This is an optimization exercise on Yosys and OpenROAD, whose aim is small area, not a production implementation.
In this exercise RTL edits were held to simulation tests only and were not proved equivalent to the original.
No activity file was given, so power comes from the tool's default toggle rates.

## flow/design.v (module list and top-level ports; edited modules follow where they fit)
// module a21o_cell: 5 lines
// module and2_cell: 5 lines
// module and3_cell: 5 lines
// module and3b_cell: 5 lines
// module fa_cell: 6 lines
// module nand3_cell: 5 lines
// module or2_cell: 5 lines
// module sel2_cell: 5 lines
// module sel3_cell: 5 lines
// module xnor2_cell: 5 lines
// module xor2_cell: 5 lines
// module sparse_matrix_mul: 2211 lines
module sparse_matrix_mul(clk,m1i1,m1i2,m1i3,m1i4,m2c1,m2c2,m2c3,m2c4,m2c5, m2c6, m2c7, m2c8, m2c9, m2c10, m2c11, m2c12, m2c13, m2c14, m2c15, m2c16, f11, f12, f13, f14, f21, f22, f23, f24, f31, f32, f33, f34, f41, f42, f43, f44, o1,o2,o3,o4);
  // ...
==> flow/flow/run.sh <==
#!/bin/bash
# Standard ORFS layout (the standard.sh, unchanged) with two placement/CTS options:
#  - port buffers use the smallest buffer (buf_1) instead of buffer_ports' default pick
#  - CTS with clkbuf_8 and without dummy loads
set -euo pipefail
export BUFFER_PORTS_ARGS="-buffer_cell sky130_fd_sc_hd__buf_1"
export CTS_ARGS="-sink_clustering_enable -repair_clock_nets -buf_list sky130_fd_sc_hd__clkbuf_8 -dont_use_dummy_load"
bash standard.sh > standard.log 2>&1
==> flow/standard.sh <==
#!/bin/bash
# synth_recipe.tcl (not shown) runs the flow's synth.tcl, then flattens the netlist and writes it again
# the make line also repeats each setting of config.mk as NAME=value (left out here)
make -C /OpenROAD-flow-scripts/flow DESIGN_CONFIG=/design/flow/config.mk WORK_HOME=/design/flow/orfs CLKGATE_MAP_FILE= SYNTH_SCRIPT=/design/flow/synth_recipe.tcl "${@:-finish}"
==> flow/config.mk <==
export PLATFORM = sky130hd
export DESIGN_NAME = sparse_matrix_mul
export DESIGN_NICKNAME = sparse_matrix_mul
export VERILOG_FILES = /design/flow/design.v
export SDC_FILE = /design/flow/constraint.sdc
export NUM_CORES = 4
export LEC_CHECK = 0
export CAP_MARGIN = 20
export CORE_MARGIN = 2
export CORE_UTILIZATION = 40
export GPL_TIMING_DRIVEN = 0
export SLEW_MARGIN = 20
export SYNTH_HIERARCHICAL = 1
==> flow/constraint.sdc <==
create_clock -name core_clock -period 5.0 [get_ports {clk}]
set_input_delay 1.0000 -clock core_clock [delete_from_list [all_inputs] [get_ports {clk}]]
set_output_delay 1.0000 -clock core_clock [all_outputs]
set_load 0.01 [all_outputs]
==> flow_metrics.env, run 1 <==
export IMPL_n_sequential_cell=140
export IMPL_wl_met3_um=3885
export IMPL_grt_max_degree=35
export IMPL_synth_cell_types=13
export IMPL_report_final_slew_viol_count=0
export IMPL_avgSynthCellArea_um2=11.38
export IMPL_synth_compound_area_share_pct=21.09
export IMPL_power_density_mw_per_mm2=329.1
export IMPL_multi_input_area_share_pct=70.03
export IMPL_critical_path_arrival_ns=5.20
export IMPL_drtPass1Iterations=13
export IMPL_combPwrFrac_pct=50.1
export IMPL_p_sw_share_pct=40.57
export IMPL_fin_skew_ns=0.02898
export IMPL_ys_seq_elements=140
export IMPL_synth_commonest_cells="240 x a222oi_1, 180 x fa_1, 156 x xor2_1"
export IMPL_die_w_um=186.0
export IMPL_fin_nets=1753
export IMPL_io_buffers=212
export IMPL_hold_buffers=0
export IMPL_hold_path_end="s32[8]"
export IMPL_synth_area_top_cells="fa_1 27%, dfxtp_1 21%, a222oi_1 18%"
export IMPL_grt_pass1_vias=11213
export IMPL_clockBufferDepth=2
export IMPL_slew_limit_headroom_pct=32.06
export IMPL_yosys_area_share_simple_pct=14.40
export IMPL_wl_per_cell_um=20.97
export IMPL_seqPwrFrac_pct=36.8
export IMPL_tapCellCount=442
export IMPL_hp_class="flip-flop to flip-flop"
export IMPL_syn_to_final_growth_pct=15.83
export IMPL_synth_mux_area_share_pct=0
export IMPL_synth_top_family_by_area="adder cells"
export IMPL_finalWirelength_um=38500
export IMPL_fin_util_pct=47.14
export IMPL_grt_overflow=0
export IMPL_finalSetupViolations=0
export IMPL_fin_cells=1836
export IMPL_worst_pin_slew_ns=1.019
export IMPL_outcome="complete, no violations"
export IMPL_synth_fa_ha_area_share_pct=27.21
==> run 2: changes to the inputs <==
--- a/flow/design.v
+++ b/flow/design.v
@@ -31,2 +31,7 @@
 endmodule
+module nor2_cell(a, b, y);
+  input a, b;
+  output y;
+  assign y = ~(a | b);
+endmodule
 module or2_cell(a, b, y);
@@ -1379,3 +1384,3 @@
   xnor2_cell u_p11_47(p11_45, p11_42, p11_47);
-  or2_cell u_p11_48(p11_45, p11_42, p11_48);
+  nor2_cell u_p11_48(p11_45, p11_42, p11_48);
   xor2_cell u_p11_49(p11_29, p11_30, p11_49);
@@ -1386,3 +1391,3 @@
   xor2_cell u_p11_54(p11_53, p11_46, p11_54);
-  xnor2_cell u_p11_55(p11_54, p11_48, p11_55);
+  xor2_cell u_p11_55(p11_54, p11_48, p11_55);
   and3b_cell u_p12_1(m2c2[1], m2c2[0], f12, p12_1);
@@ -1428,3 +1433,3 @@
   xnor2_cell u_p12_47(p12_45, p12_42, p12_47);
-  or2_cell u_p12_48(p12_45, p12_42, p12_48);
+  nor2_cell u_p12_48(p12_45, p12_42, p12_48);
   xor2_cell u_p12_49(p12_29, p12_30, p12_49);
@@ -1435,3 +1440,3 @@
   xor2_cell u_p12_54(p12_53, p12_46, p12_54);
-  xnor2_cell u_p12_55(p12_54, p12_48, p12_55);
+  xor2_cell u_p12_55(p12_54, p12_48, p12_55);
   and3b_cell u_p13_1(m2c3[1], m2c3[0], f13, p13_1);
@@ -1477,3 +1482,3 @@
   xnor2_cell u_p13_47(p13_45, p13_42, p13_47);
-  or2_cell u_p13_48(p13_45, p13_42, p13_48);
+  nor2_cell u_p13_48(p13_45, p13_42, p13_48);
   xor2_cell u_p13_49(p13_29, p13_30, p13_49);
@@ -1484,3 +1489,3 @@
   xor2_cell u_p13_54(p13_53, p13_46, p13_54);
-  xnor2_cell u_p13_55(p13_54, p13_48, p13_55);
+  xor2_cell u_p13_55(p13_54, p13_48, p13_55);
   and3b_cell u_p14_1(m2c4[1], m2c4[0], f14, p14_1);
@@ -1526,3 +1531,3 @@
   xnor2_cell u_p14_47(p14_45, p14_42, p14_47);
-  or2_cell u_p14_48(p14_45, p14_42, p14_48);
+  nor2_cell u_p14_48(p14_45, p14_42, p14_48);
   xor2_cell u_p14_49(p14_29, p14_30, p14_49);
@@ -1533,3 +1538,3 @@
   xor2_cell u_p14_54(p14_53, p14_46, p14_54);
-  xnor2_cell u_p14_55(p14_54, p14_48, p14_55);
+  xor2_cell u_p14_55(p14_54, p14_48, p14_55);
   and3b_cell u_p21_1(m2c5[1], m2c5[0], f21, p21_1);
@@ -1575,3 +1580,3 @@
   xnor2_cell u_p21_47(p21_45, p21_42, p21_47);
-  or2_cell u_p21_48(p21_45, p21_42, p21_48);
+  nor2_cell u_p21_48(p21_45, p21_42, p21_48);
   xor2_cell u_p21_49(p21_29, p21_30, p21_49);
@@ -1582,3 +1587,3 @@
   xor2_cell u_p21_54(p21_53, p21_46, p21_54);
-  xnor2_cell u_p21_55(p21_54, p21_48, p21_55);
+  xor2_cell u_p21_55(p21_54, p21_48, p21_55);
   xnor2_cell u_p21_56(s11[0], p21_4, p21_56);
@@ -1633,3 +1638,3 @@
   xnor2_cell u_p22_47(p22_45, p22_42, p22_47);
-  or2_cell u_p22_48(p22_45, p22_42, p22_48);
+  nor2_cell u_p22_48(p22_45, p22_42, p22_48);
   xor2_cell u_p22_49(p22_29, p22_30, p22_49);
@@ -1640,3 +1645,3 @@
   xor2_cell u_p22_54(p22_53, p22_46, p22_54);
-  xnor2_cell u_p22_55(p22_54, p22_48, p22_55);
+  xor2_cell u_p22_55(p22_54, p22_48, p22_55);
   xnor2_cell u_p22_56(s12[0], p22_4, p22_56);
@@ -1691,3 +1696,3 @@
   xnor2_cell u_p23_47(p23_45, p23_42, p23_47);
-  or2_cell u_p23_48(p23_45, p23_42, p23_48);
+  nor2_cell u_p23_48(p23_45, p23_42, p23_48);
   xor2_cell u_p23_49(p23_29, p23_30, p23_49);
@@ -1698,3 +1703,3 @@
   xor2_cell u_p23_54(p23_53, p23_46, p23_54);
-  xnor2_cell u_p23_55(p23_54, p23_48, p23_55);
+  xor2_cell u_p23_55(p23_54, p23_48, p23_55);
   xnor2_cell u_p23_56(s13[0], p23_4, p23_56);
@@ -1749,3 +1754,3 @@
   xnor2_cell u_p24_47(p24_45, p24_42, p24_47);
-  or2_cell u_p24_48(p24_45, p24_42, p24_48);
+  nor2_cell u_p24_48(p24_45, p24_42, p24_48);
   xor2_cell u_p24_49(p24_29, p24_30, p24_49);
@@ -1756,3 +1761,3 @@
   xor2_cell u_p24_54(p24_53, p24_46, p24_54);
-  xnor2_cell u_p24_55(p24_54, p24_48, p24_55);
+  xor2_cell u_p24_55(p24_54, p24_48, p24_55);
   xnor2_cell u_p24_56(s14[0], p24_4, p24_56);
@@ -1807,3 +1812,3 @@
   xnor2_cell u_p31_47(p31_45, p31_42, p31_47);
-  or2_cell u_p31_48(p31_45, p31_42, p31_48);
+  nor2_cell u_p31_48(p31_45, p31_42, p31_48);
   xor2_cell u_p31_49(p31_29, p31_30, p31_49);
@@ -1814,3 +1819,3 @@
   xor2_cell u_p31_54(p31_53, p31_46, p31_54);
-  xnor2_cell u_p31_55(p31_54, p31_48, p31_55);
+  xor2_cell u_p31_55(p31_54, p31_48, p31_55);
   xnor2_cell u_p31_56(s21[0], p31_4, p31_56);
@@ -1866,3 +1871,3 @@
   xnor2_cell u_p32_47(p32_45, p32_42, p32_47);
-  or2_cell u_p32_48(p32_45, p32_42, p32_48);
+  nor2_cell u_p32_48(p32_45, p32_42, p32_48);
   xor2_cell u_p32_49(p32_29, p32_30, p32_49);
@@ -1873,3 +1878,3 @@
   xor2_cell u_p32_54(p32_53, p32_46, p32_54);
-  xnor2_cell u_p32_55(p32_54, p32_48, p32_55);
+  xor2_cell u_p32_55(p32_54, p32_48, p32_55);
   xnor2_cell u_p32_56(s22[0], p32_4, p32_56);
@@ -1925,3 +1930,3 @@
   xnor2_cell u_p33_47(p33_45, p33_42, p33_47);
-  or2_cell u_p33_48(p33_45, p33_42, p33_48);
+  nor2_cell u_p33_48(p33_45, p33_42, p33_48);
   xor2_cell u_p33_49(p33_29, p33_30, p33_49);
@@ -1932,3 +1937,3 @@
   xor2_cell u_p33_54(p33_53, p33_46, p33_54);
-  xnor2_cell u_p33_55(p33_54, p33_48, p33_55);
+  xor2_cell u_p33_55(p33_54, p33_48, p33_55);
   xnor2_cell u_p33_56(s23[0], p33_4, p33_56);
@@ -1984,3 +1989,3 @@
   xnor2_cell u_p34_47(p34_45, p34_42, p34_47);
-  or2_cell u_p34_48(p34_45, p34_42, p34_48);
+  nor2_cell u_p34_48(p34_45, p34_42, p34_48);
   xor2_cell u_p34_49(p34_29, p34_30, p34_49);
@@ -1991,3 +1996,3 @@
   xor2_cell u_p34_54(p34_53, p34_46, p34_54);
-  xnor2_cell u_p34_55(p34_54, p34_48, p34_55);
+  xor2_cell u_p34_55(p34_54, p34_48, p34_55);
   xnor2_cell u_p34_56(s24[0], p34_4, p34_56);
@@ -2043,3 +2048,3 @@
   xnor2_cell u_p41_47(p41_45, p41_42, p41_47);
-  or2_cell u_p41_48(p41_45, p41_42, p41_48);
+  nor2_cell u_p41_48(p41_45, p41_42, p41_48);
   xor2_cell u_p41_49(p41_29, p41_30, p41_49);
@@ -2050,3 +2055,3 @@
   xor2_cell u_p41_54(p41_53, p41_46, p41_54);
-  xnor2_cell u_p41_55(p41_54, p41_48, p41_55);
+  xor2_cell u_p41_55(p41_54, p41_48, p41_55);
   xor2_cell u_p41_56(s31[0], p41_4, p41_56);
@@ -2102,3 +2107,3 @@
   xnor2_cell u_p42_47(p42_45, p42_42, p42_47);
-  or2_cell u_p42_48(p42_45, p42_42, p42_48);
+  nor2_cell u_p42_48(p42_45, p42_42, p42_48);
   xor2_cell u_p42_49(p42_29, p42_30, p42_49);
@@ -2109,3 +2114,3 @@
   xor2_cell u_p42_54(p42_53, p42_46, p42_54);
-  xnor2_cell u_p42_55(p42_54, p42_48, p42_55);
+  xor2_cell u_p42_55(p42_54, p42_48, p42_55);
   xor2_cell u_p42_56(s32[0], p42_4, p42_56);
@@ -2161,3 +2166,3 @@
   xnor2_cell u_p43_47(p43_45, p43_42, p43_47);
-  or2_cell u_p43_48(p43_45, p43_42, p43_48);
+  nor2_cell u_p43_48(p43_45, p43_42, p43_48);
   xor2_cell u_p43_49(p43_29, p43_30, p43_49);
@@ -2168,3 +2173,3 @@
   xor2_cell u_p43_54(p43_53, p43_46, p43_54);
-  xnor2_cell u_p43_55(p43_54, p43_48, p43_55);
+  xor2_cell u_p43_55(p43_54, p43_48, p43_55);
   xor2_cell u_p43_56(s33[0], p43_4, p43_56);
@@ -2220,3 +2225,3 @@
   xnor2_cell u_p44_47(p44_45, p44_42, p44_47);
-  or2_cell u_p44_48(p44_45, p44_42, p44_48);
+  nor2_cell u_p44_48(p44_45, p44_42, p44_48);
   xor2_cell u_p44_49(p44_29, p44_30, p44_49);
@@ -2227,3 +2232,3 @@
   xor2_cell u_p44_54(p44_53, p44_46, p44_54);
-  xnor2_cell u_p44_55(p44_54, p44_48, p44_55);
+  xor2_cell u_p44_55(p44_54, p44_48, p44_55);
   xor2_cell u_p44_56(s34[0], p44_4, p44_56);
==> run 2 against run 1 <==
Effect of this change:
- still clean on timing, DRC and antenna
- worst hold slack improved by 0.012 ns
- final cell count is essentially flat
- first-iteration DRC count is 10% higher
- register-to-register slack lost 0.05 ns
- clock skew increased by 0.015 ns
- via count shrank 0.64%
- total power up 0.27%
- largest cell class unchanged
- highest routed layer unchanged
==> flow_metrics.env, run 2 <==
export IMPL_reg2reg_to="o1[8]"
export IMPL_finalCritPeriodShare_pct=98.50
export IMPL_grt_pass1_wl_um=61380
export IMPL_vias_per_cell=6.316
export IMPL_synth_commonest_cells="240 x a222oi_1, 180 x fa_1, 172 x xor2_1"
export IMPL_ios=213
export IMPL_period_minus_slack_ns=4.925
export IMPL_ant_nets=0
export IMPL_antenna_found_initial=4
export IMPL_p_clk_share_pct=13.1
export IMPL_avgSynthCellArea_um2=11.34
export IMPL_yosysMostFrequentCell="a222oi_1"
export IMPL_yosys_area_top_type="fa_1"
export IMPL_finalSetupViolations=0
export IMPL_drt_initial_drc_count=2541
export IMPL_worstSetupPathType="primary input to flip-flop"
export IMPL_hold_violations=0
export IMPL_h_tree_depth=4
export IMPL_hold_path_end="s33[8]"
export IMPL_slew_limit_headroom_pct=32.44
export IMPL_reg2reg_from="s31[0]"
export IMPL_clk_latency_ns=0.46
export IMPL_crit_top_cell="fa_1"
export IMPL_finalWirelength_um=39450
export IMPL_seq_area_frac_synth_pct=21.23
export IMPL_reg2reg_depth=9
export IMPL_ys_flop_type="dfxtp_1"
export IMPL_grt_setup_unrepaired="no"
export IMPL_design_core_area_mm2=0.03254
export IMPL_fin_skew_ns=0.04395
export IMPL_slowest_delay_ns=0.52
export IMPL_power_density_mw_per_mm2=330.2
export IMPL_p_sw_share_pct=40.84
export IMPL_die_w_um=185.7
export IMPL_drtPass1Iterations=12
export IMPL_min_path_cells=1
export IMPL_irDropWorstVdd_v=0.0001382
export IMPL_seqPwrFrac_pct=36.7
export IMPL_fin_nets=1753
export IMPL_fin_cells=1837
export IMPL_path_clk_slew_ns=0.06
export IMPL_synth_edff_count=0
export IMPL_clockBufferDepth=2
export IMPL_track_usage_pct=22.86
export IMPL_drive_above_1_share_pct=5.452
export IMPL_hp_class="flip-flop to flip-flop"
export IMPL_cts_sinks=140
export IMPL_cts_buffers=17
export IMPL_grt_pass1_vias=11139
export IMPL_final_common_cell="a222oi_1"
export IMPL_worst_path_max_delay_cell="fa_1"
export IMPL_critPathTopFamily="adder cells"
export IMPL_hold_buffers=0
export IMPL_netlist_area_leader_share_pct=27.29
export IMPL_power_switching_w=0.002067
export IMPL_report_final_slew_viol_count=0
export IMPL_synth_area_top_cells="fa_1 27%, dfxtp_1 21%, a222oi_1 18%"
export IMPL_p_leak_nw=5.194
export IMPL_worst_pin_slew_ns=1.010
export IMPL_grt_overflow=0
export IMPL_die_y_um=185.7
export IMPL_crit_buf_inv=1
export IMPL_syn_to_final_growth_pct=16.11
export IMPL_hpwl_um=29310
export IMPL_critical_path_arrival_ns=5.22
export IMPL_postSynthCellCount=1164
export IMPL_ys_seq_elements=140
export IMPL_worstHoldStart="s23[8]"
export IMPL_wl_per_cell_um=21.47
export IMPL_p_int_w=0.002994
export IMPL_drc=0
export IMPL_drv_cap=0
export IMPL_ys_warn_count=7
export IMPL_combPwrFrac_pct=50.1
export IMPL_worst_setup_path_end_kind="flip-flop"
export IMPL_critPathMaxFanout=24
export IMPL_io_buffers=212
export IMPL_die_area_mm2=0.03448
export IMPL_synth_cell_types=14
export IMPL_place_congestion=0.8922
export IMPL_initial_core_util_pct=40.58
export IMPL_grt_max_degree=35
export IMPL_cts_root_buf="clkbuf_8"
export IMPL_vias=11602
export IMPL_dp_cells=1818
export IMPL_synthArstFlopShare_pct=0
export IMPL_mostFrequentLayoutCells="240 x a222oi_1, 193 x buf_1, 176 x fa_1"
export IMPL_syn_nets=1521
export IMPL_crit_path_start_kind="primary input"
export IMPL_rows=66
export IMPL_tritoncts="yes"
export IMPL_synth_cell_area_mm2=0.01320
export IMPL_timing_hold_ws_ns=0.4283
export IMPL_fmax_mhz=203.0
export IMPL_required_ns=5.30
export IMPL_outcome="complete, no violations"
export IMPL_rrSetupSlack_ns=1.38
export IMPL_crit_chain="clkbuf_4, xor2_1, a21o_1, xor2_4, a222oi_1, fa_1, or2_1, fa_1, fa_1, fa_1, fa_1"
[run 2: per-stage QoR]
step                setup WS, ns  area, um2  power (W)  utilization (%)  TNS (ns)
global placement          -1.777      14550   0.004293            44.72    -72.21
global route             0.01487      15330   0.005539            47.11         0
detailed placement        -1.133      14630   0.004362            44.95    -35.27
floorplan                 0.1750      13200   0.003418                -         0
finish                   0.07492      15330   0.005061            47.12         0
CTS                     0.004680      15190   0.005077            46.70         0
[run 2: cell type report]
type | instances | area, um2
Inverter | 28 | 105.1
Timing Repair Buffer | 213 | 912.1
Clock buffer | 17 | 234.0
Antenna cell | 1 | 2.502
Fill cell | 3116 | 17210
Sequential cell | 140 | 2803
Multi-Input combinational cell | 996 | 10720
Tap cell | 442 | 553.0
[run 2: per-module statistics from Yosys (local to each module, per instance)]
module / copies in the design / cells
a21o_cell: 20 / 1
and2_cell: 24 / 1
and3_cell: 48 / 1
and3b_cell: 96 / 1
fa_cell: 180 / 1
nand3_cell: 48 / 1
nor2_cell: 16 / 1
or2_cell: 44 / 1
sel2_cell: 48 / 1
sel3_cell: 240 / 1
sparse_matrix_mul: 1 / 168
xnor2_cell: 60 / 1
xor2_cell: 172 / 1
[run 2: routing by layer]
| layer | vias to the layer above | part of all wire [%] | global-route usage, % | wire, um |
|---|---|---|---|---|
| met5 | - | 0.091 | 0 | 36 |
| met4 | 6 | 1.1 | 5.512 | 434 |
| met3 | 31 | 11 | 3.815 | 4300 |
| met2 | 757 | 47 | 37.21 | 18460 |
| met1 | 5650 | 41 | 31.83 | 16220 |
| li1 | 5158 | - | - | - |
[run 2: logic make-up after synthesis]
logic type | share of synthesized area (%)
xor gates and xnor gates | 15.39
buffers and inverters | 0.7961
adders and majority gates | 27.29
and+or+nand+nor | 14.14
AOI/OAI and AO/OA | 21.15
DFF | 21.23
[run 2: how the worst max path moves through the flow]
stage | from | endpoint | slack, ns | depth (start not counted)
after CTS | m1i4[1] | o2[8] | 0.005 | 13
after floorplan | m1i4[1] | o1[8] | 0.17 | 11
final | m1i2[3] | s23[7] | 0.07 | 11
after detailed placement | m1i4[3] | o3[8] | -1.13 | 12
after global routing | m1i2[1] | s23[7] | 0.01 | 12
after global placement | m1i3[0] | s31[8] | -1.78 | 12
[run 2: what timing repair did]
item,in CTS,in global routing
pin swaps,1,13
buffers inserted,0,1
hold endpoints to repair,0,0
resized for setup,62,28
endpoints found under the setup margin,36,23
[run 2: power groups by stage]
stage	Sequential, W	Combinational (W)	Clock (W)
CTS	0.00187	0.00252	0.000688
global placement	0.00189	0.00240	0
floorplan	0.00191	0.00151	0
global route	0.00192	0.00289	0.000733
detailed placement	0.00190	0.00246	0
finish	0.00186	0.00254	0.000664
==> run 3: changes to the inputs <==
--- a/flow/config.mk
+++ b/flow/config.mk
@@ -9,4 +9,5 @@
 export CORE_MARGIN = 2
-export CORE_UTILIZATION = 40
+export CORE_UTILIZATION = 55
 export GPL_TIMING_DRIVEN = 0
+export PLACE_DENSITY = 0.75
 export SLEW_MARGIN = 20
==> run 3 against run 2 <==
Effect of this change:
- first-iteration DRC count increased by 9.4%
- count of clock-buffer cells in the layout unchanged
- critical path depth increased by 2
- critical endpoint is now o1[8]
- design area decreased by 1.3%
- clock power decreased by 2%
- total power decreased by 1.6%
==> flow_metrics.env, run 3 <==
export IMPL_outcome="complete, no violations"
export IMPL_synth_mux_area_share_pct=0
export IMPL_ys_warn_count=7
export IMPL_nFillCells=1967
export IMPL_io_buffers=212
export IMPL_netlist_area_leader_share_pct=27.29
export IMPL_vias_per_cell=6.834
export IMPL_yosysMostFrequentCell="a222oi_1"
export IMPL_finalSetupViolations=0
export IMPL_drv_cap=0
export IMPL_synth_commonest_cells="240 x a222oi_1, 180 x fa_1, 172 x xor2_1"
export IMPL_synth_fa_ha_area_share_pct=27.29
export IMPL_rows=56
export IMPL_place_congestion=0.8915
export IMPL_synth_compound_area_share_pct=21.15
export IMPL_worst_pin_slew_ns=1.083
export IMPL_gr_usage_met1_pct=38.97
export IMPL_worst_setup_path_end_kind="flip-flop"
export IMPL_p_leak_nw=5.189
export IMPL_fmax_mhz=203.0
export IMPL_die_y_um=158.9
export IMPL_grt_pass1_vias=10967
export IMPL_syn_to_final_growth_pct=14.65
export IMPL_ant_nets=0
export IMPL_met2_usage_pct=45.89
export IMPL_synth_cell_area_mm2=0.01320
export IMPL_synth_area_top_cells="fa_1 27%, dfxtp_1 21%, a222oi_1 18%"
export IMPL_ys_seq_elements=140
export IMPL_worst_slack_ns=0.07368
export IMPL_avgSynthCellArea_um2=11.34
export IMPL_drc=0
export IMPL_drive_above_1_share_pct=4.953
export IMPL_grt_overflow=0
export IMPL_finalCritPeriodShare_pct=98.53
export IMPL_drtPass1Iterations=22
export IMPL_seq_area_frac_synth_pct=21.23
export IMPL_synthArstFlopShare_pct=0
export IMPL_design_core_area_mm2=0.02354
export IMPL_finalWirelength_um=36560
export IMPL_hold_buffers=0
export IMPL_ios=213
export IMPL_hold_violations=0
export IMPL_total_power_w=0.004981
export IMPL_synth_edff_count=0
export IMPL_initial_core_util_pct=56.08
export IMPL_required_ns=5.33
export IMPL_wl_per_cell_um=21.33
export IMPL_die_area_mm2=0.02526
export IMPL_hp_class="flip-flop to flip-flop"
export IMPL_timing_hold_ws_ns=0.4082
export IMPL_power_density_mw_per_mm2=329.0
export IMPL_clk_latency_ns=0.46
export IMPL_syn_nets=1521
export IMPL_worstSetupPathType="primary input to flip-flop"
export IMPL_critical_path_arrival_ns=5.26
export IMPL_critPathMaxFanout=32
export IMPL_vias=11714
export IMPL_report_final_slew_viol_count=0
export IMPL_fin_tns_setup_ns=0
export IMPL_clockBufferDepth=2
export IMPL_crit_path_start_kind="primary input"
export IMPL_synth_top_family_by_area="adder cells"
export IMPL_slew_limit_headroom_pct=27.58
export IMPL_cts_root_buf="clkbuf_8"
export IMPL_antenna_found_initial=3
export IMPL_path_clk_slew_ns=0.07
export IMPL_fin_nets=1752
export IMPL_cts_sinks=140
export IMPL_yosys_area_share_simple_pct=14.14
export IMPL_grtUsageMet3_pct=4.480
export IMPL_mostFrequentLayoutCells="240 x a222oi_1, 193 x buf_1, 180 x fa_1"
export IMPL_post_cts_setup_buffers=0
export IMPL_grt_pass1_wl_um=57850
export IMPL_h_tree_depth=4
export IMPL_period_minus_slack_ns=4.926
export IMPL_postSynthCellCount=1164
export IMPL_hpwl_um=26810
export IMPL_drt_initial_drc_count=2779
export IMPL_place_ws_ns=-1.150
export IMPL_cts_buffers=17
export IMPL_track_usage_pct=28.41
export IMPL_gr_max_usage_layer="met2"
export IMPL_yosys_area_top_type="fa_1"
export IMPL_fin_skew_ns=0.03132
export IMPL_die_w_um=158.9
export IMPL_seqCellArea_mm2=0.002803
export IMPL_synth_cell_types=14
export IMPL_fin_util_pct=64.30
export IMPL_ys_flop_type="dfxtp_1"
export IMPL_multi_input_area_mm2=0.01069
export IMPL_grt_max_degree=35
export IMPL_irDropWorstVdd_v=0.0001644
export IMPL_synth_xor_area_share_pct=15.39
export IMPL_tritoncts="yes"
export IMPL_final_common_cell="a222oi_1"
-- run 3: cell counts after synthesis --
No cell type changed its count.
-- run 3: final cells by class --
class                   instances  share of cell area (%)
repair buffers                212                   5.935
multi-input cells             996                   70.64
well taps                     319                   2.637
inverters                      28                  0.6943
diodes                          2                 0.03306
clock buffers                  17                   1.546
flip-flops and latches        140                   18.52
-- run 3: modules after synthesis, one instance, submodules excluded --
module	cells inside	cell area [um2]	times used	flip-flops and latches
a21o_cell	1	7.507	20	0
fa_cell	1	20.02	180	0
sel2_cell	1	5.005	48	0
nand3_cell	1	5.005	48	0
and3b_cell	1	8.758	96	0
sparse_matrix_mul	168	2908	1	140
and2_cell	1	6.256	24	0
xor2_cell	1	8.758	172	0
sel3_cell	1	10.01	240	0
or2_cell	1	6.256	44	0
and3_cell	1	6.256	48	0
xnor2_cell	1	8.758	60	0
nor2_cell	1	3.754	16	0
-- run 3: path summary, 6_finish.rpt --
kind | startpoint | endpoint | slack (ns) | depth (start not counted)
min reg2reg | s32[8] | o2[8] | 0.41 | 1
min | s32[8] | o2[8] | 0.41 | 1
max reg2reg | s24[0] | s34[8] | 1.42 | 9
max | m1i4[1] | o1[8] | 0.07 | 13
-- run 3: cell families (layout without fill, tap and decap cells) --
logic type      Yosys count  after routing
xor+xnor                232            232
buf+inv                  28            257
simple gates            276            276
other cells               0              2
flops                   140            140
fa+ha+maj               180            180
compound gates          308            308
-- run 3: routing by layer --
| layer | up-vias | wire [um] |
|---|---|---|
| met3 | 75 | 3909 |
| met2 | 879 | 17380 |
| met1 | 5603 | 14140 |
| met5 | - | 13 |
| li1 | 5155 | - |
| met4 | 2 | 1118 |
-- run 3: critical path, cell delays in order --
cell and delay (ns):
buf_8 0.16, and2_2 0.27, a21o_4 0.25, a21o_1 0.23, a21o_1 0.25, xor2_4 0.24
a222oi_1 0.43, fa_1 0.51, fa_1 0.50, fa_1 0.42, fa_1 0.39, fa_1 0.42
xor2_2 0.16
-- run 3: where the power goes --
part	total, W	internal [W]	switching, W
sequential	0.00186	0.00162	0.000238
combinational	0.00247	0.00104	0.00143
clock	0.000652	0.000298	0.000353
-- run 3: through the flow --
step | std cells | cell area, um2
2_1_floorplan | 1164 | 13200
3_3_place_gp | 1695 | 14400
3_5_place_dp | 1695 | 14410
4_1_cts | 1712 | 14990
5_1_grt | 1714 | 15140
6_report | 1714 | 15140
-- run 3: repair_timing --
action                     CTS  global route
pin swaps                    0            13
setup endpoints to repair   36            24
gates cloned                 0             0
gates resized for setup     53            36
hold endpoints to repair     0             0

-- afterwards: timing with drivers on the ports --
In the flow no input, the clock included, has a driving cell. The finished layouts below were timed again as built, in two steps.
Step 1 assumes that a clkbuf_16 drives the clock port and a buf_2 every other input.
Step 2, shift: input delay + t, output delay - t, t = (earliest + latest rising clock arrival at the registers) / 2. This alone moves slack from input paths to output paths.
a / b / c = ideal ports / drivers / drivers and shift; a / b = the first two.
run	shift t [ns]	slack for setup (ns)	worst hold slack (ns)	clock arrival spread, ns	cell pins on the clock port's net
run 1	0.482	0.127 / 0.135 / -0.347	0.416 / 0.416 / 0.416	0.034 / 0.034	1
run 2	0.480	0.075 / 0.095 / -0.385	0.428 / 0.428 / 0.428	0.052 / 0.053	1
run 3	0.484	0.074 / 0.075 / -0.409	0.408 / 0.408 / 0.408	0.032 / 0.031	1
With both steps, setup timing fails in every run listed, where it was met with ideal ports. For run 3, which loses most, drivers alone change the setup slack by +0.001 ns; drivers and shift together by -0.483 ns.
